Source: an optimization exercise on an open RTL-to-GDS flow (aim: small area, a short achievable clock period and few clock cycles). Production flows keep margins and buffers that such runs may drop.
No functional check of the RTL was part of this run.
Power and IR drop assume default switching activity.

<file path="flow/design.v">
module RISC_processor(
    input clk,
    input Reset,
    output [31:0] PC,
    input [31:0] InstructionCode,
    output RegWriteEn,
    output [4:0] RegWriteNum,
    output [31:0] RegWriteData
    );
reg [29:0] pc_q;
always @(posedge clk or negedge Reset)
    if (!Reset) pc_q <= 30'd0;
    else        pc_q <= pc_q + 30'd1;
assign PC = {pc_q, 2'b00};
wire [31:0] ins = InstructionCode;
wire [5:0] op  = ins[31:26];
wire [4:0] rd  = ins[25:21];
wire [4:0] rs1 = ins[20:16];
wire [4:0] rs2 = ins[15:11];
wire [4:0] sh  = ins[10:6];
wire [5:0] fn  = ins[5:0];
wire is_r  = (op == 6'b000000);
wire is_li = (op == 6'b111111);
wire f_sll = is_r && (fn == 6'b000000);
wire f_srl = is_r && (fn == 6'b000010);
wire f_and = is_r && (fn == 6'b100100);
wire f_or  = is_r && (fn == 6'b100101);
wire f_sub = is_r && (fn == 6'b100010);
wire use_rs2 = is_r && fn[5];
wire [31:0] imm   = {{10{ins[21]}}, ins[21:0]};
wire [31:0] shamt = {{27{sh[4]}}, sh};
reg        e_we;                         
reg [4:0]  e_rd;
reg [31:0] e_a, e_b;
reg        e_fa, e_fb;                   
reg        e_add, e_sub, e_and, e_or, e_sll, e_srl;
reg [3:0]  e_sh;
reg        w_we;
reg [4:0]  w_rd;
reg [31:0] w_data;
localparam [14*32-1:0] INITS = {
    32'd15, 32'd10, 32'd30, 32'd0, 32'd30, 32'd20, 32'd5,
    32'd50, 32'd15, 32'd10, 32'd10, 32'd40, 32'd20, 32'd0};
wire [31:0]   res;
wire [1023:0] rf_q;
wire [31:0]   wsel;
reg  [13:0]   dflt;
genvar gi, gb;
generate
for (gi = 0; gi < 32; gi = gi + 1) begin : R
    reg  [31:0] q;
    wire [31:0] d;
    assign wsel[gi] = e_we && (e_rd == gi);
    wire nsel = !wsel[gi];
    for (gb = 0; gb < 32; gb = gb + 1) begin : B
        rf_hold u(.q(q[gb]), .w(res[gb]), .en(wsel[gi]), .nen(nsel), .d(d[gb]));
    end
    always @(posedge clk)
        q <= d;
    assign rf_q[gi*32 +: 32] = q;
end
endgenerate
always @(posedge clk or negedge Reset)
    if (!Reset) dflt <= 14'h3fff;
    else        dflt <= dflt & ~wsel[13:0];
wire [31:0] s1, s2;       
wire [13:0] c1, c2;       
generate
for (gi = 0; gi < 32; gi = gi + 1) begin : S
    wire h1 = !is_li   && (rs1 == gi);
    wire h2 = use_rs2  && (rs2 == gi);
    if (gi < 14) begin : D
        assign s1[gi] = h1 && !dflt[gi];
        assign s2[gi] = h2 && !dflt[gi];
        assign c1[gi] = h1 && dflt[gi];
        assign c2[gi] = h2 && dflt[gi];
    end else begin : N
        assign s1[gi] = h1;
        assign s2[gi] = h2;
    end
end
endgenerate
wire [31:0] rf_a, rf_b;
generate
for (gb = 0; gb < 32; gb = gb + 1) begin : P
    wire [31:0] col;
    wire [13:0] cm;
    for (gi = 0; gi < 32; gi = gi + 1) begin : C
        assign col[gi] = rf_q[gi*32 + gb];
        if (gi < 14) begin : I
            assign cm[gi] = INITS[gi*32 + gb];
        end
    end
    rf_rdbit ua(.s(s1), .d(col), .c(|(c1 & cm)), .y(rf_a[gb]));
    rf_rdbit ub(.s(s2), .d(col), .c(|(c2 & cm)), .y(rf_b[gb]));
end
endgenerate
always @(posedge clk or negedge Reset)
    if (!Reset) e_we <= 1'b0;
    else        e_we <= is_r || is_li;
always @(posedge clk) begin
    e_rd  <= rd;
    e_sh  <= sh[3:0];
    e_a   <= rf_a;
    e_b   <= rf_b | (is_li ? imm : 32'd0) | ((is_r && !fn[5]) ? shamt : 32'd0);
    e_fa  <= e_we && !is_li && (e_rd == rs1);
    e_fb  <= e_we && use_rs2 && (e_rd == rs2);
    e_sub <= f_sub;
    e_and <= f_and;
    e_or  <= f_or;
    e_sll <= f_sll && !sh[4];
    e_srl <= f_srl && !sh[4];
    e_add <= !(f_sll || f_srl || f_and || f_or);
end
wire [31:0] a = e_fa ? w_data : e_a;
wire [31:0] b = e_fb ? w_data : e_b;
wire [31:0] sum;
alu_add32 add(.a(a), .b(e_sub ? ~b : b), .ci(e_sub), .s(sum));
wire [31:0] shl = a << e_sh;
wire [31:0] shr = a >> e_sh;
assign res = ({32{e_add}} & sum)
           | ({32{e_and}} & (a & b))
           | ({32{e_or }} & (a | b))
           | ({32{e_sll}} & shl)
           | ({32{e_srl}} & shr);
always @(posedge clk or negedge Reset)
    if (!Reset) w_we <= 1'b0;
    else        w_we <= e_we;
always @(posedge clk) begin
    w_rd   <= e_rd;
    w_data <= res;
end
assign RegWriteEn   = w_we;
assign RegWriteNum  = w_rd;
assign RegWriteData = w_data;
endmodule
module rf_hold(input q, input w, input en, input nen, output d);
assign d = (q & nen) | (w & en);
endmodule
module rf_aoi222(input a1, input b1, input a2, input b2, input a3, input b3, output y);
assign y = ~((a1 & b1) | (a2 & b2) | (a3 & b3));
endmodule
module rf_aoi221(input a1, input b1, input a2, input b2, input c, output y);
assign y = ~((a1 & b1) | (a2 & b2) | c);
endmodule
module rf_rdbit(input [31:0] s, input [31:0] d, input c, output y);
wire [10:0] g;
genvar j;
generate
for (j = 0; j < 10; j = j + 1) begin : G
    rf_aoi222 u(.a1(s[3*j]), .b1(d[3*j]), .a2(s[3*j+1]), .b2(d[3*j+1]),
                .a3(s[3*j+2]), .b3(d[3*j+2]), .y(g[j]));
end
endgenerate
rf_aoi221 u10(.a1(s[30]), .b1(d[30]), .a2(s[31]), .b2(d[31]), .c(c), .y(g[10]));
assign y = ~&g;
endmodule
module alu_add32(input [31:0] a, input [31:0] b, input ci, output [31:0] s);
wire [31:0] p = a ^ b;
reg  [31:0] g, t;
reg  [31:0] gn, tn;
integer l, i;
always @* begin
    g = a & b;
    t = p;
    g[0] = g[0] | (p[0] & ci);
    for (l = 0; l < 5; l = l + 1) begin
        gn = g;
        tn = t;
        for (i = 0; i < 32; i = i + 1)
            if (i[l]) begin
                gn[i] = g[i] | (t[i] & g[((i >> l) << l) - 1]);
                tn[i] = t[i] & t[((i >> l) << l) - 1];
            end
        g = gn;
        t = tn;
    end
end
assign s = p ^ {g[30:0], ci};
endmodule
</file>
<file path="flow/flow/run.sh">
#!/bin/bash
# Layout: the standard flow (standard.sh) with its unchanged synthesis and
# the design's SDC. The setup repair steps are asked to keep a larger slack
# margin, so that they work on paths well below the design's clock period,
# and to repair only the worst paths (not every endpoint's negative slack).
set -euo pipefail
bash standard.sh SETUP_SLACK_MARGIN=10 TNS_END_PERCENT=0 finish > flow_make.log 2>&1
</file>
<file path="flow/standard.sh">
#!/bin/bash
# synth_recipe.tcl (not shown) runs the flow's synth.tcl, then flattens the netlist and writes it again
# the make line also repeats each setting of config.mk as NAME=value (left out here)
make -C /OpenROAD-flow-scripts/flow DESIGN_CONFIG=/design/flow/config.mk WORK_HOME=/design/flow/orfs CLKGATE_MAP_FILE= SYNTH_SCRIPT=/design/flow/synth_recipe.tcl "${@:-finish}"
</file>
<file path="flow/config.mk">
export PLATFORM = sky130hd
export DESIGN_NAME = RISC_processor
export DESIGN_NICKNAME = RISC_processor
export VERILOG_FILES = /design/flow/design.v
export SDC_FILE = /design/flow/constraint.sdc
export NUM_CORES = 4
export LEC_CHECK = 0
export ABC_CLOCK_PERIOD_IN_PS = 4000
export CAP_MARGIN = 20
export CORE_MARGIN = 2
export CORE_UTILIZATION = 40
export SLEW_MARGIN = 20
export SYNTH_HIERARCHICAL = 1
</file>
<file path="flow/constraint.sdc">
create_clock -name core_clock -period 14.0 [get_ports {clk}]
set_input_delay 2.8000 -clock core_clock [delete_from_list [all_inputs] [get_ports {clk}]]
set_output_delay 2.8000 -clock core_clock [all_outputs]
set_load 0.01 [all_outputs]
</file>
==> summary.txt <==
==> cell type report <==
| cell class | instances | area (um^2) |
|---|---|---|
| flip-flops and latches | 1188 | 24080 |
| clock buffers | 195 | 3911 |
| fillers | 11520 | 64790 |
| repair buffers | 441 | 4955 |
| diodes | 16 | 40.04 |
| multi-input cells | 3293 | 28750 |
| clock inverters | 33 | 375.4 |
| well taps | 1742 | 2180 |
| inverters | 64 | 240.2 |
==> metal layers <==
| layer | track usage (%) | vias to the layer above |
|---|---|---|
| met2 | 53.65 | 5151 |
| met1 | 50.76 | 26070 |
| li1 | - | 21310 |
| met5 | 1.452 | - |
| met3 | 14.61 | 1169 |
| met4 | 28.60 | 20 |
==> sequential cells by signal, indices dropped and copies added (netlist names), 5 cells and up <==
signal and cells:
dflt 14, pc_q 30, R.q 1024, e_a 32, w_data 32, e_rd 5
e_b 32, w_rd 5
==> cells by family after synthesis <==
group | synth area share, %
buf+inv | 1.527
simple gates | 8.033
xor+xnor | 1.566
mux | 5.173
fa+ha+maj | 0.9524
compound gates | 36.55
flops | 46.19
other cells | 0.007208
==> modules after synthesis, one instance, submodules excluded <==
| module | times used | cells |
|---|---|---|
| alu_add32 | 1 | 182 |
| RISC_processor | 1 | 2439 |
| rf_aoi222 | 640 | 1 |
| rf_aoi221 | 64 | 1 |
| rf_hold | 1024 | 1 |
| rf_rdbit | 64 | 4 |
==> power by group through the flow <==
stage	sequential [uW]	clock [uW]	combinational [uW]
3_5_place_dp	3740	0	825
4_1_cts	3670	3490	891
5_1_grt	3690	3640	954
3_3_place_gp	3740	0	823
6_report	3680	3490	933
2_1_floorplan	3670	0	464
==> path summary, 6_finish.rpt <==
check / cells after the start / startpoint / endpoint
min in group asynchronous: 2 / Reset / pc_q[4]$_DFF_PN0_
worst max-delay path: 9 / InstructionCode[16] / e_a[25]$_DFF_P_
worst min-delay path: 0 / e_rd[4]$_DFF_P_ / w_rd[4]$_DFF_P_
max in group asynchronous: 2 / Reset / w_we$_DFF_PN0_
worst min register to register: 0 / e_rd[4]$_DFF_P_ / w_rd[4]$_DFF_P_
worst max register to register: 12 / e_fb$_DFF_P_ / R[17].q[4]$_DFF_P_
==> through the flow <==
stage          hold WS, ns  instances  total power, uW
2_1_floorplan       0.3290       4658             4132
3_3_place_gp        0.4306       6585             4563
3_5_place_dp        0.4309       6585             4565
4_1_cts             0.4451       6923             8052
5_1_grt             0.4589       6962             8280
6_report            0.4552       6972             8111
==> repair_timing <==
| item | in CTS | in global routing |
|---|---|---|
| pin swaps | 101 | 46 |
| cloned | 22 | 3 |
| resized for setup | 311 | 29 |
| endpoints found under the hold margin | 0 | 0 |
| buffers inserted | 88 | 29 |
| endpoints found under the setup margin | 1139 | 1141 |
| hold buffers | 0 | 0 |
==> cells in the final DEF (no fill, tap or decap), types with 22 or more instances in the layout <==
master,netlist,routed
dfxtp_1,1142,1111
a22o_1,1036,1036
a222oi_1,645,645
buf_4,10,219
nand2_1,198,182
nand4_1,141,141
clkbuf_16,0,136
nand3_1,106,95
mux2_2,86,86
clkdlybuf4s50_1,0,84
mux2i_1,81,79
nor2_1,107,78
a221oi_2,66,66
or3_1,78,64
inv_1,61,61
conb_1,1,54
buf_12,2,54
a21oi_1,55,53
xor2_1,47,47
xnor2_1,46,46
mux4_2,40,40
buf_6,3,40
clkbuf_8,0,35
a21o_1,35,34
a22oi_1,32,32
dfrtp_1,32,32
o21ai_0,34,31
nor2_4,0,30
ha_1,30,30
and2_1,29,28
nor3_4,0,28
clkbuf_1,72,27
dfxtp_2,0,27
a211o_1,22,22
o211ai_1,22,22
==> flow_metrics.tcl <==
set metrics [dict create \
    slowest_delay_ns 0.55 \
    start_util_pct 40.23 \
    cp_data_required_time_ns 14.65 \
    setup_viol 0 \
    place.gp.congestion 0.9988 \
    synth_flop_cell "dfxtp_1" \
    wl_met3_mm 44.63 \
    tritoncts "yes" \
    seq_power_share_pct 45.4 \
    dr.max_layer_used "met5" \
    path_common_cell "buf_12" \
    cts.sinks 1188 \
    drc_errors 0 \
    startpoint_type "primary input" \
    rsz0062_at_grt "true" \
    path_class "primary input to flop" \
    drv_cap 0 \
    synth_commonest_cells "1142 x dfxtp_1, 1036 x a22o_1, 645 x a222oi_1" \
    clock_skew_ns 0.04440 \
    fp.dieH_um 364.6 \
    ys_top_cells_by_area "dfxtp_1 44%, a22o_1 17%, a222oi_1 12%, a221oi_2 1.9%, mux2_2 1.9%" \
    slew_headroom_pct 21.72 \
    cp_top_family "simple AND/OR/NAND/NOR gates" \
    synthDistinctLibCells 82 \
    swShare_pct 27.90 \
    final_max_slew_viol_count 0 \
    fin_setup_tns_ns 0 \
    fin_crit_sh_pct 35.52 \
    wl_per_cell_um 39.43 \
    ys_seq_area_share_pct 46.19 \
    fmax_mhz 201.1 \
    die_w_um 364.6 \
    clk_pin_slew_ns 0.06 \
    dieArea_um2 133000 \
    finalHoldViolations 0 \
    netlist.area_leader.share_pct 43.95 \
    path_buf_inv 4 \
    r2r_slack_ns 9.12 \
    htree_num_levels 4 \
    synth.most_common_cell "dfxtp_1" \
    outcome "no timing/DRC/antenna violations" \
    antenna_left 0 \
    portBuffers 101 \
    synthesis.area_um2 52020 \
    io_pins 104 \
    dr_total_vias 53720 \
    p_int_uw 5848 \
    ys_warn_count 8 \
    worstPathArrival_ns 5.63 \
    avgSynthCellArea_um2 11.30 \
    dpl_worst_slack_ns 6.893 \
    coreArea_um2 129300 \
    wl_met2_mm 106.9 \
    drtIter0Drc 11610 \
    postSynthCellCount 4605 \
    p_sw_uw 2263 \
    synthArstFlopShare_pct 3.872 \
    antenna_found_initial 25 \
    power_frac_comb_pct 11.5 \
    grt_first_pass_wirelength_mm 379.6 \
    clock_latency_ns 0.79 \
    root_buffer "clkbuf_16" \
    fin_nets 5188 \
    peakVddDrop_v 0.0001212 \
    cp-end-kind "flop" \
    place_area_um2 57290 \
    detail_route.first_pass.iterations 13 \
    ys_ff_latch 1188 \
    clockBufferDepth 3 \
    grt-ovfl-total 0 \
    hp-class "flop to flop" \
    layout_setup_ws_ns 9.027 \
    grtUsageTotal_pct 39.48 \
    post-synth-top-area-cell "dfxtp_1" \
    finalCriticalPeriod_ns 4.973 \
    syn_to_final_growth_pct 24.04 \
    utilization_pct 49.90 \
    grt_max_degree 70 \
    cts_buffers 130 \
    synth_edf_count 0 \
    row_count 132 \
    cp_max_fo 17 \
    wl_met1_mm 99.29 \
    tightestPinTransition_ns 1.174 \
    hpwl_mm 157.3 \
    critPathSlowestCell "nand4_1" \
    p_clk_share_pct 43.1 \
    routed_wl_mm 274.9 \
    leakage_uw 0.02449 \
    cp_cell_sequence "clkdlybuf4s50_1, buf_12, nand2b_4, buf_4, nor2_4, buf_12, a222oi_1, nand4_1, or3_1" \
    grt_pass1_vias 49050 \
    power.density_nw_per_um2 125.7 \
    viasPerCell 7.706 \
    drive_gt1_share_pct 18.64 \
    final_area_um2 64530 \
]

-- port drivers added, routing unchanged --
The results above use ideal ports. As a check the final layout listed here was re-extracted and re-timed, cells and wires unchanged.
Step 1 (the two cells are an assumption about what drives the block):
set clk [get_ports {clk}]
set_driving_cell -lib_cell sky130_fd_sc_hd__clkbuf_16 $clk
set_driving_cell -lib_cell sky130_fd_sc_hd__buf_2 [delete_from_list [all_inputs] $clk]
Step 2 adds t to the input delays and takes it off the output delays; t is the mean of the earliest and latest rising clock arrival at the registers after step 1. Input paths then give back, and output paths get back, about the clock's delay inside the block.
Slacks: ideal / step 1 / step 2; pairs: ideal / step 1.
t (ns): 0.841
slack for setup (ns): 9.027 / 9.074 / 8.233
clock arrival spread, ns: 0.045 / 0.045
worst register clock-pin slew, ns: 0.07 / 0.07
worst slew at a driven data input, ns: 0.06
After both steps setup and hold are still met in this run. The setup slack of this run moves by +0.047 ns with the drivers and by -0.794 ns with both steps.
